This is an optimization exercise on Yosys and OpenROAD, whose aim is small area, a short achievable clock period and few clock cycles per item, not a production implementation. Function was checked by simulation only, so behaviour that the tests miss may differ from the original. Power figures rest on the tool's default switching activity, not on a simulated workload.

==> flow/design.v, too long to show whole: its modules and the start of the top module <==
// module binary_adder: 5 lines
// module adder_subtracter: 13 lines
// module mux2: 6 lines
// module sb16: 36 lines
// module ROM1: 15 lines
// module ROM2: 24 lines
// module mask_d: 45 lines
// module ACC: 122 lines
// module top_ALU: 32 lines
// module addressb: 54 lines
// module fau: 320 lines
// module inversion_rom: 21 lines
// module inversion_new: 145 lines
// module instruction_decoder: 71 lines
// module scalarconv_tnaf: 559 lines
// module scalarconv_top: 41 lines
// module processor: 85 lines
// module program_rom: 94 lines
// module ecsm_fsm: 215 lines
// module ecsm_processor: 24 lines
module ecsm_processor(clk, rst, en_ecsm, done_ecsm, addr, doutb, dina, wea);
  // ...
==> flow/run.sh <==
#!/bin/bash
# synth_recipe.tcl (not shown) runs the flow's synth.tcl, then flattens the netlist and writes it again
# the make line also repeats each setting of config.mk as NAME=value (left out here)
make -C /OpenROAD-flow-scripts/flow DESIGN_CONFIG=/design/flow/config.mk WORK_HOME=/design/flow/orfs CLKGATE_MAP_FILE= SYNTH_SCRIPT=/design/flow/synth_recipe.tcl finish
==> flow/config.mk <==
export PLATFORM = sky130hd
export DESIGN_NAME = ecsm_processor
export DESIGN_NICKNAME = ecsm_processor
export VERILOG_FILES = /design/flow/design.v
export SDC_FILE = /design/flow/constraint.sdc
export NUM_CORES = 4
export LEC_CHECK = 0
export CAP_MARGIN = 20
export CORE_MARGIN = 2
export CORE_UTILIZATION = 40
export SLEW_MARGIN = 20
==> flow/constraint.sdc <==
create_clock -name core_clock -period 10.0 [get_ports {clk}]
set_input_delay 2.0000 -clock core_clock [delete_from_list [all_inputs] [get_ports {clk}]]
set_output_delay 2.0000 -clock core_clock [all_outputs]
set_load 0.01 [all_outputs]
==> run summary, run 1 <==
* Post-Layout Cell Count at 5458
* Crit share post-route at 0.765
* Fin nets at 4480
* Final instance area at 0.0368 sq mm
* Synth warn at 14
* Seq. cell area at 0.00903 sq mm
* DR WL/cell at 21.2 um
* Hold_sp: i_processor.SC.SC.mask_d_en
* Data buffer area share at 0.0270
* Core Area at 0.0840 sq mm
* Yosys cell types at 111
* Slack of the critical path at 2.35 ns
* Max incr delay on CP at 0.55 ns
* Most crowded layer after global routing: met2
* Num sequential at 391
* Area grow syn2layout at 8.29%
* R2r worst-path depth at 24
* Clk root buf: clkbuf_16
* Clock buf count at 61
* Top FF cell, synth: dfxtp_1
* H-Tree Depth at 2
* Seq/total area at 0.245
* First-pass GRT wire length at 178000 um
* Bufs w/o clock at 118
* Async S/R FF share, synth at 0
* Leading cell kind: multi-input gates
* Post-DRT Antenna Nets at 0
* Largest Pwr Group: the clock network
* Status: no timing/DRC/antenna violations
* Final Hold Viols at 0
* Sequential share of power at 0.350
* Multiplexer share of the synthesized area at 0.0336
* Top Family by Delay on Critical Path: compound AO/OA/AOI/OAI gates
* Largest family of logic cells by synthesized area: simple AND/OR/NAND/NOR gates
* Top cells by area, synth: dfxtp_1, edfxtp_1, xnor2_1
* DRC errors left at 0
* Clock-net power at 0.00186 W
* Most common cell after layout, fill and taps aside: nand2_1
Testbench counts, summed over its fixed seeds: cycles 9,902,116, items 12.
==> module fau, before the edit <==
module fau(clk, rst, mode, baseA, baseB, baseD, doutb, addr, dina, wea, done);
input clk, rst;
input [1:0] mode;
input [7:0] baseA, baseB, baseD;
input [15:0] doutb;
output [7:0] addr;
output reg [15:0] dina;
output wea;
output done;
localparam [7:0] TEMP = 8'd234;
localparam [3:0] S_IDLE = 4'd0, S_MUL = 4'd1, S_MULEND = 4'd2, S_SQR = 4'd3, S_ADD = 4'd4,
                 S_CPY = 4'd5, S_REDP = 4'd6, S_RED = 4'd7, S_DONE = 4'd8,
                 S_SQP = 4'd9, S_SQC = 4'd10;
localparam [4:0] T_NONE = 5'd0, T_RD = 5'd1, T_PE = 5'd2, T_PO = 5'd3, T_RDB = 5'd4,
                 T_RDC = 5'd5, T_P34 = 5'd6, T_P35 = 5'd7, T_P17 = 5'd8, T_RH = 5'd9,
                 T_MW0 = 5'd10, T_MW1 = 5'd11, T_WH = 5'd12, T_SG = 5'd13, T_SQH = 5'd14,
                 T_WX = 5'd15;
reg [3:0] state;
reg [4:0] i, ia, jb, p;
reg [1:0] slot;
reg nxtA, bnd, podd, firstel;
reg [1:0] wq;
reg [7:0] addr_r;
reg we_r;
reg [4:0] tag1, tag2;
reg [1:0] gs1, gs2;      
reg [7:0] n_addr;
reg n_we;
reg [4:0] n_tag;
reg [1:0] n_gs;
assign addr = addr_r;
assign wea = we_r;
assign done = (state == S_DONE);
function [7:0] loc;
input [5:0] w;
input [7:0] bd;
begin
  if (w < 6'd18) loc = TEMP + {2'b00, w};
  else loc = bd + {2'b00, w} - 8'd18;
end
endfunction
wire [5:0] cw = {p, 1'b0};              
wire [4:0] pn = p + 5'd1;
wire [5:0] cn = {pn, 1'b0} - 6'd17;    
wire elemA = nxtA;
wire is_bnd = nxtA ? (ia == 5'd17) : (jb == 5'd0);
wire last_el = bnd;
always @* begin
  n_addr = addr_r;
  n_we = 1'b0;
  n_tag = T_NONE;
  n_gs = 2'd0;
  case (state)
    S_MUL: begin
      if (wq != 2'd0) begin
        n_we = 1'b1;
        if (wq == 2'd2) begin n_tag = T_MW0; n_addr = loc(cw - 6'd2, baseD); end
        else begin n_tag = T_MW1; n_addr = loc(cw - 6'd1, baseD); end
      end else begin
        n_addr = nxtA ? (baseA + {3'b000, ia}) : (baseB + {3'b000, jb});
        n_tag = firstel ? T_RD : (podd ? T_PO : T_PE);
      end
    end
    S_MULEND: begin
      if (slot == 2'd1) begin n_we = 1'b1; n_tag = T_MW0; n_addr = loc(cw, baseD); end
      else if (slot == 2'd2) begin n_we = 1'b1; n_tag = T_MW1; n_addr = loc(cw + 6'd1, baseD); end
    end
    S_SQP: begin
      case (slot)
        2'd0: begin n_tag = T_RD;  n_addr = baseA + 8'd16; end
        2'd1: begin n_tag = T_SG;  n_addr = baseA + 8'd17; end
        2'd2: begin n_tag = T_P17; n_addr = baseA + 8'd8; end
        default: begin n_tag = T_RD; n_addr = baseA; end
      endcase
    end
    S_SQR: begin
      case (slot)
        2'd0: begin
          n_tag = T_SQH; n_addr = baseA + 8'd9 + {3'b000, i};
          n_gs = (i == 5'd0) ? 2'd1 : (i == 5'd8) ? 2'd3 : 2'd0;
        end
        2'd1: begin
          if (i != 5'd8) begin n_tag = T_RD; n_addr = baseA + {3'b000, i} + 8'd1; end
        end
        2'd2: begin
          n_we = 1'b1; n_tag = T_WX;
          n_addr = ((i <= 5'd4) ? TEMP : baseD) + {2'b00, i, 1'b0};
        end
        default: begin
          n_we = 1'b1; n_tag = T_WH;
          n_addr = ((i <= 5'd4) ? TEMP : baseD) + {2'b00, i, 1'b1};
        end
      endcase
    end
    S_SQC: begin
      if (slot == 2'd0) begin
        if (i != 5'd10) begin n_tag = T_RDC; n_addr = TEMP + {3'b000, i}; end
      end else begin
        if (i != 5'd0) begin n_we = 1'b1; n_tag = T_WX; n_addr = baseD + {3'b000, i} - 8'd1; end
      end
    end
    S_ADD: begin
      if (slot == 2'd0) begin
        if (i != 5'd18) begin n_tag = T_RD; n_addr = baseA + {3'b000, i}; end
      end else if (slot == 2'd1) begin
        if (i != 5'd18) begin n_tag = T_RDB; n_addr = baseB + {3'b000, i}; end
      end else begin
        if (i != 5'd0) begin n_we = 1'b1; n_tag = T_WX; n_addr = baseD + {3'b000, i} - 8'd1; end
      end
    end
    S_CPY: begin
      if (slot == 2'd0) begin
        if (i != 5'd18) begin n_tag = T_RDC; n_addr = baseA + {3'b000, i}; end
      end else begin
        if (i != 5'd0) begin n_we = 1'b1; n_tag = T_WX; n_addr = baseD + {3'b000, i} - 8'd1; end
      end
    end
    S_REDP: begin
      case (slot)
        2'd0: begin n_tag = T_RD;  n_addr = baseD + 8'd15; end
        2'd1: begin n_tag = T_P34; n_addr = baseD + 8'd16; end
        2'd2: begin n_tag = T_P35; n_addr = baseD + 8'd17; end
        default: begin n_tag = T_P17; n_addr = TEMP + 8'd17; end
      endcase
    end
    S_RED: begin
      if (slot == 2'd0) begin
        if (i != 5'd18) begin n_tag = T_RD; n_addr = TEMP + {3'b000, i}; end
      end else if (slot == 2'd1) begin
        if (i != 5'd18) begin
          n_tag = T_RH; n_addr = baseD + {3'b000, i};
          n_gs = (i == 5'd0) ? 2'd1 : (i == 5'd1) ? 2'd2 : (i == 5'd17) ? 2'd3 : 2'd0;
        end
      end else begin
        if (i != 5'd0) begin n_we = 1'b1; n_tag = T_WX; n_addr = baseD + {3'b000, i} - 8'd1; end
      end
    end
    default: ;
  endcase
end
always @(posedge clk) begin
  if (rst) begin
    state <= S_IDLE;
    i <= 5'd0; slot <= 2'd0; p <= 5'd0;
    ia <= 5'd0; jb <= 5'd1; nxtA <= 1'b0; bnd <= 1'b0; podd <= 1'b1; firstel <= 1'b1;
    wq <= 2'd0;
  end else begin
    case (state)
      S_IDLE: begin
        i <= 5'd0; slot <= 2'd0; p <= 5'd0;
        ia <= 5'd0; jb <= 5'd1; nxtA <= 1'b0; bnd <= 1'b0; podd <= 1'b1; firstel <= 1'b1;
        wq <= 2'd0;
        case (mode)
          2'd0: state <= S_MUL;
          2'd1: state <= S_SQP;
          2'd2: state <= S_ADD;
          default: state <= S_CPY;
        endcase
      end
      S_MUL: begin
        if (wq != 2'd0) wq <= wq - 2'd1;
        else begin
          if (nxtA) ia <= ia + 5'd1; else jb <= jb - 5'd1;
          nxtA <= ~nxtA;
          if (!firstel) podd <= ~podd;
          firstel <= 1'b0;
          if (is_bnd) bnd <= 1'b1;
          if (last_el) begin
            bnd <= 1'b0;
            firstel <= 1'b1;
            if (p == 5'd17) begin
              state <= S_MULEND; slot <= 2'd0;
            end else begin
              p <= p + 5'd1;
              wq <= 2'd0;
              if (pn <= 5'd8) begin
                nxtA <= 1'b0; ia <= 5'd0; jb <= {pn[3:0], 1'b1}; podd <= 1'b1;
              end else begin
                nxtA <= 1'b1; ia <= cn[4:0]; jb <= 5'd17; podd <= 1'b0;
              end
            end
          end else if (firstel && p != 5'd0) begin
            wq <= 2'd2;
          end
        end
      end
      S_MULEND: begin
        if (slot == 2'd2) begin state <= S_REDP; slot <= 2'd0; end
        else slot <= slot + 2'd1;
      end
      S_SQP: begin
        if (slot == 2'd3) begin state <= S_SQR; slot <= 2'd0; i <= 5'd0; end
        else slot <= slot + 2'd1;
      end
      S_SQR: begin
        slot <= slot + 2'd1;
        if (slot == 2'd3) begin
          if (i == 5'd8) begin state <= S_SQC; i <= 5'd0; slot <= 2'd0; end
          else i <= i + 5'd1;
        end
      end
      S_SQC: begin
        if (slot == 2'd1) begin
          slot <= 2'd0;
          if (i == 5'd10) state <= S_DONE;
          else i <= i + 5'd1;
        end else slot <= slot + 2'd1;
      end
      S_ADD: begin
        if (slot == 2'd2) begin
          slot <= 2'd0;
          if (i == 5'd18) state <= S_DONE;
          else i <= i + 5'd1;
        end else slot <= slot + 2'd1;
      end
      S_CPY: begin
        if (slot == 2'd1) begin
          slot <= 2'd0;
          if (i == 5'd18) state <= S_DONE;
          else i <= i + 5'd1;
        end else slot <= slot + 2'd1;
      end
      S_REDP: begin
        if (slot == 2'd3) begin state <= S_RED; slot <= 2'd0; i <= 5'd0; end
        else slot <= slot + 2'd1;
      end
      S_RED: begin
        if (slot == 2'd2) begin
          slot <= 2'd0;
          if (i == 5'd18) state <= S_DONE;
          else i <= i + 5'd1;
        end else slot <= slot + 2'd1;
      end
      default: ;
    endcase
  end
end
always @(posedge clk) begin
  if (rst) begin
    we_r <= 1'b0; tag1 <= T_NONE; tag2 <= T_NONE; gs1 <= 2'd0; gs2 <= 2'd0;
  end else begin
    we_r <= n_we; tag1 <= n_tag; tag2 <= tag1; gs1 <= n_gs; gs2 <= gs1;
  end
  addr_r <= n_addr;
end
reg [15:0] W, X, SQ, Hm;
reg [30:0] acc_e, acc_o;
reg [14:0] prev_hi;
reg [10:0] G;
wire [30:0] prod;
sb16 mul(W, doutb, prod);
function [15:0] fold;    
input [15:0] h, hp;
begin
  fold = h ^ {h[10:0], hp[15:11]} ^ {h[8:0], hp[15:9]} ^ {h[3:0], hp[15:4]};
end
endfunction
function [15:0] spread8;
input [7:0] a;
integer k;
begin
  spread8 = 16'd0;
  for (k = 0; k < 8; k = k + 1) spread8[2*k] = a[k];
end
endfunction
wire is_sq = (tag2 == T_SQH) || (tag2 == T_SG);
wire [15:0] lo_in = spread8(doutb[7:0]);
wire [15:0] hi_in = spread8(doutb[15:8]);
wire [15:0] loS = spread8(SQ[7:0]);
wire [15:0] hiS = spread8(SQ[15:8]);
wire [15:0] loW = spread8(W[7:0]);
wire [15:0] hiW = spread8(W[15:8]);
wire [15:0] hiWv = spread8(W[15:8]);
wire [15:0] Hsq_m1 = (gs2 == 2'd1) ? 16'd0 : {hiS[10:0], loS[15:11]};    
wire [15:0] Hsq_0  = {lo_in[10:0], hiS[15:11]};                         
wire [15:0] Hsq_1  = {hi_in[10:0], lo_in[15:11]};                       
wire [15:0] Ht = {doutb[10:0], SQ[15:11]};             
wire [15:0] fa = is_sq ? fold(Hsq_0, Hsq_m1) : fold(Ht, Hm);
wire [15:0] fb = fold(Hsq_1, Hsq_0);
wire [15:0] H16 = is_sq ? {lo_in[10:0], hiWv[15:11]} : Hm;
wire [15:0] H17 = is_sq ? {hi_in[10:0], lo_in[15:11]} : {doutb[10:0], W[15:11]};
wire [15:0] F17 = fold(H17, H16);
wire [15:0] F18w = (H17 >> 11) ^ (H17 >> 9) ^ (H17 >> 4);
wire [5:0]  F18 = F18w[5:0];
wire [15:0] Gf0 = {5'd0, G} ^ {G, 5'd0} ^ {G[8:0], 7'd0} ^ {G[3:0], 12'd0};
wire [15:0] Gf1 = {14'd0, G[10:9]} ^ {9'd0, G[10:4]};
wire [15:0] g0 = (gs2 == 2'd1) ? Gf0 : (gs2 == 2'd2) ? Gf1 : 16'd0;
wire [15:0] Rt0 = W ^ fa ^ g0;
wire [15:0] Rt = (gs2 == 2'd3) ? {5'd0, Rt0[10:0]} : Rt0;
wire [15:0] Rs0 = loW ^ fa ^ ((gs2 == 2'd1) ? Gf0 : 16'd0);
wire [15:0] Rs1a = hiW ^ fb ^ ((gs2 == 2'd1) ? Gf1 : 16'd0);
wire [15:0] Rs1 = (gs2 == 2'd3) ? {5'd0, Rs1a[10:0]} : Rs1a;
always @(posedge clk) begin
  case (tag2)
    T_RD:  W <= doutb;
    T_PE: begin acc_e <= acc_e ^ prod; W <= doutb; end
    T_PO: begin acc_o <= acc_o ^ prod; W <= doutb; end
    T_RDB: X <= W ^ doutb;
    T_RDC: X <= doutb;
    T_P34: begin Hm <= {doutb[10:0], W[15:11]}; W <= doutb; end
    T_P35, T_SG: G <= {F18, F17[15:11]};
    T_SQH: begin X <= Rs0; Hm <= Rs1; SQ <= doutb; end
    T_P17: begin SQ <= doutb; Hm <= 16'd0; end
    T_RH: begin X <= Rt; Hm <= Ht; SQ <= doutb; end
    default: ;
  endcase
  if (tag1 == T_MW1 || rst) begin
    acc_e <= 31'd0; acc_o <= 31'd0;
    prev_hi <= rst ? 15'd0 : acc_o[30:16];
  end
end
always @* begin
  case (tag1)
    T_MW0: dina = acc_e[15:0] ^ {1'b0, prev_hi};
    T_MW1: dina = acc_o[15:0] ^ {1'b0, acc_e[30:16]};
    T_WH: dina = Hm;
    default: dina = X;
  endcase
end
endmodule
==> run 2: changes to the inputs <==
--- a/flow/design.v
+++ b/flow/design.v
@@ -360,171 +360,170 @@
 output wea;
 output done;
 localparam [7:0] TEMP = 8'd234;
-localparam [3:0] S_IDLE = 4'd0, S_MUL = 4'd1, S_MULEND = 4'd2, S_SQR = 4'd3, S_ADD = 4'd4,
-                 S_CPY = 4'd5, S_REDP = 4'd6, S_RED = 4'd7, S_DONE = 4'd8,
-                 S_SQP = 4'd9, S_SQC = 4'd10;
-localparam [4:0] T_NONE = 5'd0, T_RD = 5'd1, T_PE = 5'd2, T_PO = 5'd3, T_RDB = 5'd4,
-                 T_RDC = 5'd5, T_P34 = 5'd6, T_P35 = 5'd7, T_P17 = 5'd8, T_RH = 5'd9,
-                 T_MW0 = 5'd10, T_MW1 = 5'd11, T_WH = 5'd12, T_SG = 5'd13, T_SQH = 5'd14,
-                 T_WX = 5'd15;
+localparam [3:0] S_IDLE = 4'd0, S_MUL = 4'd1, S_MULEND = 4'd2, S_SQP = 4'd3, S_SQR = 4'd4,
+                 S_SQC = 4'd5, S_ADD = 4'd6, S_CPY = 4'd7, S_REDP = 4'd8, S_RED = 4'd9,
+                 S_DONE = 4'd10;
+localparam [3:0] T_NONE = 4'd0, T_RD = 4'd1, T_PE = 4'd2, T_PO = 4'd3, T_RDB = 4'd4,
+                 T_RDC = 4'd5, T_P34 = 4'd6, T_P35 = 4'd7, T_P17 = 4'd8, T_RH = 4'd9,
+                 T_MW0 = 4'd10, T_MW1 = 4'd11, T_WH = 4'd12, T_SG = 4'd13, T_SQH = 4'd14,
+                 T_WX = 4'd15;
+localparam [1:0] B_A = 2'd0, B_B = 2'd1, B_D = 2'd2, B_T = 2'd3;
+localparam [1:0] O_IA = 2'd0, O_JB = 2'd1, O_I = 2'd2, O_WC = 2'd3;
 reg [3:0] state;
-reg [4:0] i, ia, jb, p;
+reg [4:0] i, ia, jb, p, wc;
+reg whi;
 reg [1:0] slot;
 reg nxtA, bnd, podd, firstel;
 reg [1:0] wq;
 reg [7:0] addr_r;
 reg we_r;
-reg [4:0] tag1, tag2;
+reg [3:0] tag1, tag2;
 reg [1:0] gs1, gs2;      
-reg [7:0] n_addr;
+reg [1:0] n_bs, n_os;
 reg n_we;
-reg [4:0] n_tag;
+reg [3:0] n_tag;
 reg [1:0] n_gs;
 assign addr = addr_r;
 assign wea = we_r;
 assign done = (state == S_DONE);
-function [7:0] loc;
-input [5:0] w;
-input [7:0] bd;
-begin
-  if (w < 6'd18) loc = TEMP + {2'b00, w};
-  else loc = bd + {2'b00, w} - 8'd18;
-end
-endfunction
-wire [5:0] cw = {p, 1'b0};              
+wire is_bnd = nxtA ? (ia == 5'd17) : (jb == 5'd0);
 wire [4:0] pn = p + 5'd1;
 wire [5:0] cn = {pn, 1'b0} - 6'd17;    
-wire elemA = nxtA;
-wire is_bnd = nxtA ? (ia == 5'd17) : (jb == 5'd0);
-wire last_el = bnd;
+wire wbs_hi = whi;
 always @* begin
-  n_addr = addr_r;
+  n_bs = B_D;
+  n_os = O_WC;
   n_we = 1'b0;
   n_tag = T_NONE;
   n_gs = 2'd0;
   case (state)
     S_MUL: begin
       if (wq != 2'd0) begin
-        n_we = 1'b1;
-        if (wq == 2'd2) begin n_tag = T_MW0; n_addr = loc(cw - 6'd2, baseD); end
-        else begin n_tag = T_MW1; n_addr = loc(cw - 6'd1, baseD); end
+        n_we = 1'b1; n_bs = whi ? B_D : B_T; n_os = O_WC;
+        n_tag = (wq == 2'd2) ? T_MW0 : T_MW1;
       end else begin
-        n_addr = nxtA ? (baseA + {3'b000, ia}) : (baseB + {3'b000, jb});
+        n_bs = nxtA ? B_A : B_B; n_os = nxtA ? O_IA : O_JB;
         n_tag = firstel ? T_RD : (podd ? T_PO : T_PE);
       end
     end
     S_MULEND: begin
-      if (slot == 2'd1) begin n_we = 1'b1; n_tag = T_MW0; n_addr = loc(cw, baseD); end
-      else if (slot == 2'd2) begin n_we = 1'b1; n_tag = T_MW1; n_addr = loc(cw + 6'd1, baseD); end
+      if (slot != 2'd0) begin
+        n_we = 1'b1; n_bs = B_D; n_os = O_WC;
+        n_tag = (slot == 2'd1) ? T_MW0 : T_MW1;
+      end
     end
     S_SQP: begin
+      n_bs = B_A;
       case (slot)
-        2'd0: begin n_tag = T_RD;  n_addr = baseA + 8'd16; end
-        2'd1: begin n_tag = T_SG;  n_addr = baseA + 8'd17; end
-        2'd2: begin n_tag = T_P17; n_addr = baseA + 8'd8; end
-        default: begin n_tag = T_RD; n_addr = baseA; end
+        2'd0: begin n_tag = T_RD;  n_os = O_IA; end    
+        2'd1: begin n_tag = T_SG;  n_os = O_IA; end    
+        2'd2: begin n_tag = T_P17; n_os = O_IA; end    
+        default: begin n_tag = T_RD; n_os = O_JB; end  
       endcase
     end
     S_SQR: begin
       case (slot)
         2'd0: begin
-          n_tag = T_SQH; n_addr = baseA + 8'd9 + {3'b000, i};
+          n_tag = T_SQH; n_bs = B_A; n_os = O_IA;
           n_gs = (i == 5'd0) ? 2'd1 : (i == 5'd8) ? 2'd3 : 2'd0;
         end
         2'd1: begin
-          if (i != 5'd8) begin n_tag = T_RD; n_addr = baseA + {3'b000, i} + 8'd1; end
-        end
-        2'd2: begin
-          n_we = 1'b1; n_tag = T_WX;
-          n_addr = ((i <= 5'd4) ? TEMP : baseD) + {2'b00, i, 1'b0};
-        end
-        default: begin
-          n_we = 1'b1; n_tag = T_WH;
-          n_addr = ((i <= 5'd4) ? TEMP : baseD) + {2'b00, i, 1'b1};
+          n_bs = B_A; n_os = O_JB;
+          if (i != 5'd8) n_tag = T_RD;
         end
+        2'd2: begin n_we = 1'b1; n_tag = T_WX; n_bs = whi ? B_D : B_T; n_os = O_WC; end
+        default: begin n_we = 1'b1; n_tag = T_WH; n_bs = whi ? B_D : B_T; n_os = O_WC; end
       endcase
     end
     S_SQC: begin
       if (slot == 2'd0) begin
-        if (i != 5'd10) begin n_tag = T_RDC; n_addr = TEMP + {3'b000, i}; end
+        n_bs = B_T; n_os = O_I;
+        if (i != 5'd10) n_tag = T_RDC;
       end else begin
-        if (i != 5'd0) begin n_we = 1'b1; n_tag = T_WX; n_addr = baseD + {3'b000, i} - 8'd1; end
+        if (i != 5'd0) begin n_we = 1'b1; n_tag = T_WX; end
       end
     end
     S_ADD: begin
       if (slot == 2'd0) begin
-        if (i != 5'd18) begin n_tag = T_RD; n_addr = baseA + {3'b000, i}; end
+        n_bs = B_A; n_os = O_I;
+        if (i != 5'd18) n_tag = T_RD;
       end else if (slot == 2'd1) begin
-        if (i != 5'd18) begin n_tag = T_RDB; n_addr = baseB + {3'b000, i}; end
+        n_bs = B_B; n_os = O_I;
+        if (i != 5'd18) n_tag = T_RDB;
       end else begin
-        if (i != 5'd0) begin n_we = 1'b1; n_tag = T_WX; n_addr = baseD + {3'b000, i} - 8'd1; end
+        if (i != 5'd0) begin n_we = 1'b1; n_tag = T_WX; end
       end
     end
     S_CPY: begin
       if (slot == 2'd0) begin
-        if (i != 5'd18) begin n_tag = T_RDC; n_addr = baseA + {3'b000, i}; end
+        n_bs = B_A; n_os = O_I;
+        if (i != 5'd18) n_tag = T_RDC;
       end else begin
-        if (i != 5'd0) begin n_we = 1'b1; n_tag = T_WX; n_addr = baseD + {3'b000, i} - 8'd1; end
+        if (i != 5'd0) begin n_we = 1'b1; n_tag = T_WX; end
       end
     end
     S_REDP: begin
+      n_os = O_I;
       case (slot)
-        2'd0: begin n_tag = T_RD;  n_addr = baseD + 8'd15; end
-        2'd1: begin n_tag = T_P34; n_addr = baseD + 8'd16; end
-        2'd2: begin n_tag = T_P35; n_addr = baseD + 8'd17; end
-        default: begin n_tag = T_P17; n_addr = TEMP + 8'd17; end
+        2'd0: begin n_tag = T_RD;  n_bs = B_D; end    
+        2'd1: begin n_tag = T_P34; n_bs = B_D; end    
+        2'd2: begin n_tag = T_P35; n_bs = B_D; end    
+        default: begin n_tag = T_P17; n_bs = B_T; end  
       endcase
     end
     S_RED: begin
       if (slot == 2'd0) begin
-        if (i != 5'd18) begin n_tag = T_RD; n_addr = TEMP + {3'b000, i}; end
+        n_bs = B_T; n_os = O_I;
+        if (i != 5'd18) n_tag = T_RD;
       end else if (slot == 2'd1) begin
+        n_bs = B_D; n_os = O_I;
         if (i != 5'd18) begin
-          n_tag = T_RH; n_addr = baseD + {3'b000, i};
+          n_tag = T_RH;
           n_gs = (i == 5'd0) ? 2'd1 : (i == 5'd1) ? 2'd2 : (i == 5'd17) ? 2'd3 : 2'd0;
         end
       end else begin
-        if (i != 5'd0) begin n_we = 1'b1; n_tag = T_WX; n_addr = baseD + {3'b000, i} - 8'd1; end
+        if (i != 5'd0) begin n_we = 1'b1; n_tag = T_WX; end
       end
     end
     default: ;
   endcase
 end
+wire [7:0] n_base = (n_bs == B_A) ? baseA : (n_bs == B_B) ? baseB : (n_bs == B_D) ? baseD : TEMP;
+wire [4:0] n_off = (n_os == O_IA) ? ia : (n_os == O_JB) ? jb : (n_os == O_I) ? i : wc;
 always @(posedge clk) begin
   if (rst) begin
     state <= S_IDLE;
-    i <= 5'd0; slot <= 2'd0; p <= 5'd0;
+    i <= 5'd0; slot <= 2'd0; p <= 5'd0; wc <= 5'd0; whi <= 1'b0;
     ia <= 5'd0; jb <= 5'd1; nxtA <= 1'b0; bnd <= 1'b0; podd <= 1'b1; firstel <= 1'b1;
     wq <= 2'd0;
   end else begin
+    if (n_we) wc <= wc + 5'd1;
     case (state)
       S_IDLE: begin
-        i <= 5'd0; slot <= 2'd0; p <= 5'd0;
-        ia <= 5'd0; jb <= 5'd1; nxtA <= 1'b0; bnd <= 1'b0; podd <= 1'b1; firstel <= 1'b1;
-        wq <= 2'd0;
         case (mode)
-          2'd0: state <= S_MUL;
-          2'd1: state <= S_SQP;
-          2'd2: state <= S_ADD;
-          default: state <= S_CPY;
+          2'd0: begin state <= S_MUL; whi <= 1'b0; end
+          2'd1: begin state <= S_SQP; whi <= 1'b0; ia <= 5'd16; jb <= 5'd0; end
+          2'd2: begin state <= S_ADD; whi <= 1'b1; end
+          default: begin state <= S_CPY; whi <= 1'b1; end
         endcase
       end
       S_MUL: begin
-        if (wq != 2'd0) wq <= wq - 2'd1;
-        else begin
+        if (wq != 2'd0) begin
+          wq <= wq - 2'd1;
+          if (wc == 5'd17) begin wc <= 5'd0; whi <= 1'b1; end
+        end else begin
           if (nxtA) ia <= ia + 5'd1; else jb <= jb - 5'd1;
           nxtA <= ~nxtA;
           if (!firstel) podd <= ~podd;
           firstel <= 1'b0;
           if (is_bnd) bnd <= 1'b1;
-          if (last_el) begin
+          if (bnd) begin
             bnd <= 1'b0;
             firstel <= 1'b1;
             if (p == 5'd17) begin
               state <= S_MULEND; slot <= 2'd0;
             end else begin
-              p <= p + 5'd1;
-              wq <= 2'd0;
+              p <= pn;
               if (pn <= 5'd8) begin
                 nxtA <= 1'b0; ia <= 5'd0; jb <= {pn[3:0], 1'b1}; podd <= 1'b1;
               end else begin
@@ -537,17 +536,25 @@
         end
       end
       S_MULEND: begin
-        if (slot == 2'd2) begin state <= S_REDP; slot <= 2'd0; end
+        if (slot == 2'd2) begin state <= S_REDP; slot <= 2'd0; i <= 5'd15; wc <= 5'd0; end
         else slot <= slot + 2'd1;
       end
       S_SQP: begin
-        if (slot == 2'd3) begin state <= S_SQR; slot <= 2'd0; i <= 5'd0; end
-        else slot <= slot + 2'd1;
+        slot <= slot + 2'd1;
+        case (slot)
+          2'd0: ia <= 5'd17;
+          2'd1: ia <= 5'd8;
+          2'd2: ia <= 5'd9;
+          default: begin jb <= 5'd1; state <= S_SQR; i <= 5'd0; end
+        endcase
       end
       S_SQR: begin
         slot <= slot + 2'd1;
+        if (slot == 2'd0) ia <= ia + 5'd1;
+        if (slot == 2'd1) jb <= jb + 5'd1;
+        if (slot == 2'd3 && wc == 5'd9) whi <= 1'b1;
         if (slot == 2'd3) begin
-          if (i == 5'd8) begin state <= S_SQC; i <= 5'd0; slot <= 2'd0; end
+          if (i == 5'd8) begin state <= S_SQC; i <= 5'd0; slot <= 2'd0; wc <= 5'd0; end
           else i <= i + 5'd1;
         end
       end
@@ -573,8 +580,9 @@
         end else slot <= slot + 2'd1;
       end
       S_REDP: begin
+        slot <= slot + 2'd1;
+        if (slot < 2'd2) i <= i + 5'd1;
         if (slot == 2'd3) begin state <= S_RED; slot <= 2'd0; i <= 5'd0; end
-        else slot <= slot + 2'd1;
       end
       S_RED: begin
         if (slot == 2'd2) begin
@@ -593,11 +601,10 @@
   end else begin
     we_r <= n_we; tag1 <= n_tag; tag2 <= tag1; gs1 <= n_gs; gs2 <= gs1;
   end
-  addr_r <= n_addr;
+  addr_r <= n_base + {3'b000, n_off};
 end
 reg [15:0] W, X, SQ, Hm;
 reg [30:0] acc_e, acc_o;
-reg [14:0] prev_hi;
 reg [10:0] G;
 wire [30:0] prod;
 sb16 mul(W, doutb, prod);
@@ -622,14 +629,13 @@
 wire [15:0] hiS = spread8(SQ[15:8]);
 wire [15:0] loW = spread8(W[7:0]);
 wire [15:0] hiW = spread8(W[15:8]);
-wire [15:0] hiWv = spread8(W[15:8]);
 wire [15:0] Hsq_m1 = (gs2 == 2'd1) ? 16'd0 : {hiS[10:0], loS[15:11]};    
 wire [15:0] Hsq_0  = {lo_in[10:0], hiS[15:11]};                         
 wire [15:0] Hsq_1  = {hi_in[10:0], lo_in[15:11]};                       
 wire [15:0] Ht = {doutb[10:0], SQ[15:11]};             
 wire [15:0] fa = is_sq ? fold(Hsq_0, Hsq_m1) : fold(Ht, Hm);
 wire [15:0] fb = fold(Hsq_1, Hsq_0);
-wire [15:0] H16 = is_sq ? {lo_in[10:0], hiWv[15:11]} : Hm;
+wire [15:0] H16 = is_sq ? {lo_in[10:0], hiW[15:11]} : Hm;
 wire [15:0] H17 = is_sq ? {hi_in[10:0], lo_in[15:11]} : {doutb[10:0], W[15:11]};
 wire [15:0] F17 = fold(H17, H16);
 wire [15:0] F18w = (H17 >> 11) ^ (H17 >> 9) ^ (H17 >> 4);
@@ -651,19 +657,19 @@
     T_RDC: X <= doutb;
     T_P34: begin Hm <= {doutb[10:0], W[15:11]}; W <= doutb; end
     T_P35, T_SG: G <= {F18, F17[15:11]};
-    T_SQH: begin X <= Rs0; Hm <= Rs1; SQ <= doutb; end
     T_P17: begin SQ <= doutb; Hm <= 16'd0; end
     T_RH: begin X <= Rt; Hm <= Ht; SQ <= doutb; end
+    T_SQH: begin X <= Rs0; Hm <= Rs1; SQ <= doutb; end
     default: ;
   endcase
   if (tag1 == T_MW1 || rst) begin
-    acc_e <= 31'd0; acc_o <= 31'd0;
-    prev_hi <= rst ? 15'd0 : acc_o[30:16];
+    acc_e <= rst ? 31'd0 : {16'd0, acc_o[30:16]};
+    acc_o <= 31'd0;
   end
 end
 always @* begin
   case (tag1)
-    T_MW0: dina = acc_e[15:0] ^ {1'b0, prev_hi};
+    T_MW0: dina = acc_e[15:0];
     T_MW1: dina = acc_o[15:0] ^ {1'b0, acc_e[30:16]};
     T_WH: dina = Hm;
     default: dina = X;
==> run 2 against run 1 <==
Still clean. Non-clock buffer count decreased by 11. Sequential share of layout area increased by 2.7 points. First-iteration DRC count down 7.2%. Total power down 4.4%. Routed wire length is 16% lower. Count of clock-buffer cells in the layout grew 3. Via count shrank 14%. Largest power group unchanged.
==> run summary, run 2 <==
* GR Util All Layers at 0.243
* RePlAce Congestion at 0.923
* Final Max Slew Viols at 0
* Final setup fails at 0
* Top cell type's share of synthesized area at 0.169
* Maximum vdd drop at 0.000125 V
* Top FF cell, synth: dfxtp_1
* Routed WL at 97200 um
* Top Registers: i_processor.FU.acc_e: 31 flops, i_processor.FU.acc_o: 31 flops
* Post-CTS sizing at 0
* Area occupied by multi-input gates at 0.0197 sq mm
* Area grow syn2layout at 8.83%
* TritonRoute pass-1 iters at 7
* P_leak at 11.8 nW
* Die W at 279 um
* # hold bufs at CTS at 0
* Async S/R FF share, synth at 0 (unchanged)
* DRC errors left at 0 (unchanged)
* Top Family by Delay on Critical Path: compound AO/OA/AOI/OAI gates
* Crit path kind: input pin to flop
* Net Count, Synth at 4023
* Buf/Inv on CP at 5
* Worst endpoint required time at 10.53 ns
* N_diodes at 0
* Via Count at 27700
* Die Y at 279 um
* Clock Path Buffers at 3
* # IOs at 45
* Post-synth EDFFs at 128
* Commonest cells in the netlist: nand2_1, nor2_1, xnor2_1
* RSZ-0062 raised after global routing: no
* Period minus WS final at 6.47 ns
* Crit share post-route at 0.647 (-0.118)
* Buffer count from post-CTS setup fixing at 0
* CTS tree: built
* Crit-path cells: clkdlybuf4s50_1, buf_4, nand2b_1, buf_4, a21oi_1, o31ai_4, inv_2, nand2_1, or3_1, a31o_2, nand3_1, or4_1, o221ai_1, fa_1, inv_1, a21o_1, a21oi_1, o21bai_1, a21o_1, o2111ai_1, xor2_1
* Initial detailed-routing violation count at 3230
* Setup Skew at 0.0477 ns
* First-pass GRT wire length at 151000 um (-15%)
* Crit Path Max Fanout at 28
* H-Tree Depth at 2 (unchanged)
* CP arrival at 7.00 ns
* Clock latency on the worst-skew pair at 0.61 ns
* Drt via density at 5.83
* Top-count cell post-synth: nand2_1
* Status: no timing/DRC/antenna violations
* Top cells by area, synth: dfxtp_1, edfxtp_1, xnor2_1
* Top cell type by total area after synthesis: dfxtp_1
* Core Area at 0.0746 sq mm (-11%)
* Max-cap viol count at 0
* Seq. cell area at 0.00893 sq mm (-1.1%)
* Pin count of the biggest net entering global routing at 56
* DR WL/cell at 20.4 um (-3.7%)
* Slew at the pin closest to its max-slew limit at 1.15 ns
* Most common cell after layout, fill and taps aside: nand2_1
* Vias in the first global route at 25600
* Mapped Cells at 3892
* Min-delay worst type: flop to flop
* Max incr delay on CP at 0.70 ns (+0.15 ns)
* Initial Util at 0.405
* Initial antenna violation count at 3
* Synth warn at 14 (unchanged)
* HPWL after DPL at 66000 um
* Clock sink count at 382
* Clk root buf: clkbuf_16
* PwrDens at 143 mW/mm^2
* Die area at 0.0776 sq mm
* Most frequent cells in the layout: nand2_1, nor2_1, xnor2_1, dfxtp_1, a21oi_1
* Fin nets at 3883 (-13%)
* Netlist Area Pre-Place at 0.0302 sq mm
* Worst-path clk slew at 0.06 ns
* Crit path max-delay cell type: or4_1
* Normalized max-slew margin at 0.233
* TritonCTS buffer count at 47
* # fillers at 7563
* Yosys cell types at 97 (-13%)
* Sum Neg Setup Slack at 0 ns
* Port Buffers at 44
* Post-DRT Antenna Nets at 0 (unchanged)
* Seq/Total Area, Yosys at 0.296
* Syn_area_per_cell at 7.75 sq um
* Grt ovf at 0
* Power after layout at 0.00469 W
* Final Hold Viols at 0 (unchanged)
* Crit end category: flop
* Share of cells above drive strength 1 at 0.0612
* Critical Path Start Type: input pin
* # rows at 100
* Achievable frequency at 155 MHz
* Yosys reg bits at 382
## run 2: cell count changes after synthesis, moves of 18 or more
cell | previous run | this run
a21oi_1 | 344 | 243
o21ai_0 | 279 | 215
ha_1 | 162 | 107
nand2_1 | 595 | 554
inv_1 | 139 | 101
clkbuf_1 | 267 | 238
xor2_1 | 222 | 193
nor3_1 | 98 | 74
a22oi_1 | 49 | 26
o211ai_1 | 45 | 22
nand2b_1 | 39 | 61
and2_1 | 39 | 21
## run 2: routing by layer
| layer | global-route usage | share of wire | wire length (um) |
|---|---|---|---|
| met1 | 0.354 | 0.46 | 44600 |
| met3 | 0.0370 | 0.085 | 8280 |
| met4 | 0.0742 | 0.027 | 2620 |
| met5 | 0 | 0.00013 | 13 |
| met2 | 0.367 | 0.43 | 41700 |
## run 2: final cells by class
| type | count | share of cell area |
|---|---|---|
| inverters | 110 | 0.0126 |
| multi-input cells | 3104 | 0.599 |
| clock buffers | 64 | 0.0428 |
| clock inverters | 24 | 0.00861 |
| well taps | 969 | 0.0369 |
| flip-flops and latches | 382 | 0.272 |
| repair buffers | 107 | 0.0278 |
## run 2: path summary, 6_finish.rpt
check | start | to | slack, ns | cells past startpoint
max | rst | i_processor.address_SC_r[7] | 3.53 | 21
min | i_processor.SC.SC.mask_d_en | i_processor.ALU.AL.mskd.mask_d_en_delayed | 0.41 | 0
max reg2reg | i_processor.SC.SC.state[0] | i_processor.address_SC_r[7] | 3.83 | 19
min reg2reg | i_processor.SC.SC.mask_d_en | i_processor.ALU.AL.mskd.mask_d_en_delayed | 0.41 | 0
## run 2: report_power, final
group	switching, W	internal (W)
combinational	0.000700	0.000440
clock	0.000735	0.00110
sequential	0.0000574	0.00166
## run 2: cell families after synthesis
logic type	after synthesis	synth area share
AND/OR/NAND/NOR	1466	0.221
multiplexers	112	0.0385
AO/OA/AOI/OAI	864	0.185
XOR/XNOR	550	0.160
buffers and inverters	406	0.0524
adder cells (fa/ha/maj)	112	0.0477
flip-flops	382	0.296
## run 2: per-stage QoR
step	hold slack [ns]	setup slack [ns]	area, sq um	instances	utilization
after floorplan	0.373	3.73	30200	3892	-
after global placement	0.400	3.04	31100	4672	0.418
after detailed placement	0.401	3.00	31100	4672	0.418
after CTS	0.410	3.62	32800	4760	0.440
after global routing	0.426	3.25	32800	4760	0.440
final	0.412	3.53	32800	4760	0.440
## run 2: worst reg2reg max path: stages (launching register included)
cell and delay, ns:
dfxtp_1 0.57, nand2_1 0.54, o22ai_1 0.15, a311o_1 0.46, o41ai_4 0.90, inv_2 0.32, nand2_1 0.33, or3_1 0.21
a31o_2 0.19, nand3_1 0.16, or4_1 0.70, o221ai_1 0.31, fa_1 0.26, inv_1 0.05, a21o_1 0.16, a21oi_1 0.23
o21bai_1 0.09, a21o_1 0.20, o2111ai_1 0.12, xor2_1 0.16
Testbench counts of run 2, summed over its fixed seeds: cycles 9,902,116, items 12.

==> separate check: timing with driven ports <==
Ports are ideal in the flow. The routed layouts listed here were re-timed in OpenROAD. Step 1: set_driving_cell puts a clkbuf_16 on clk and a buf_2 on each other input, an assumption about the parent block. Step 2, shift: input delay + t, output delay - t, t = (earliest + latest rising clock arrival at the registers) / 2. This alone moves slack from input paths to output paths. Three values: no drivers, after step 1, after step 2; two values: the first two.
run | shift t [ns] | slack for setup (ns) | worst setup path at the end
run 1 | 0.682 | 2.347 / 2.397 / 1.715 | input to register
run 2 | 0.653 | 3.530 / 3.575 / 2.922 | input to register
After both steps setup and hold are still met in every run listed. The setup slack of run 1, which loses most, moves by +0.050 ns with the drivers and by -0.632 ns with both steps.
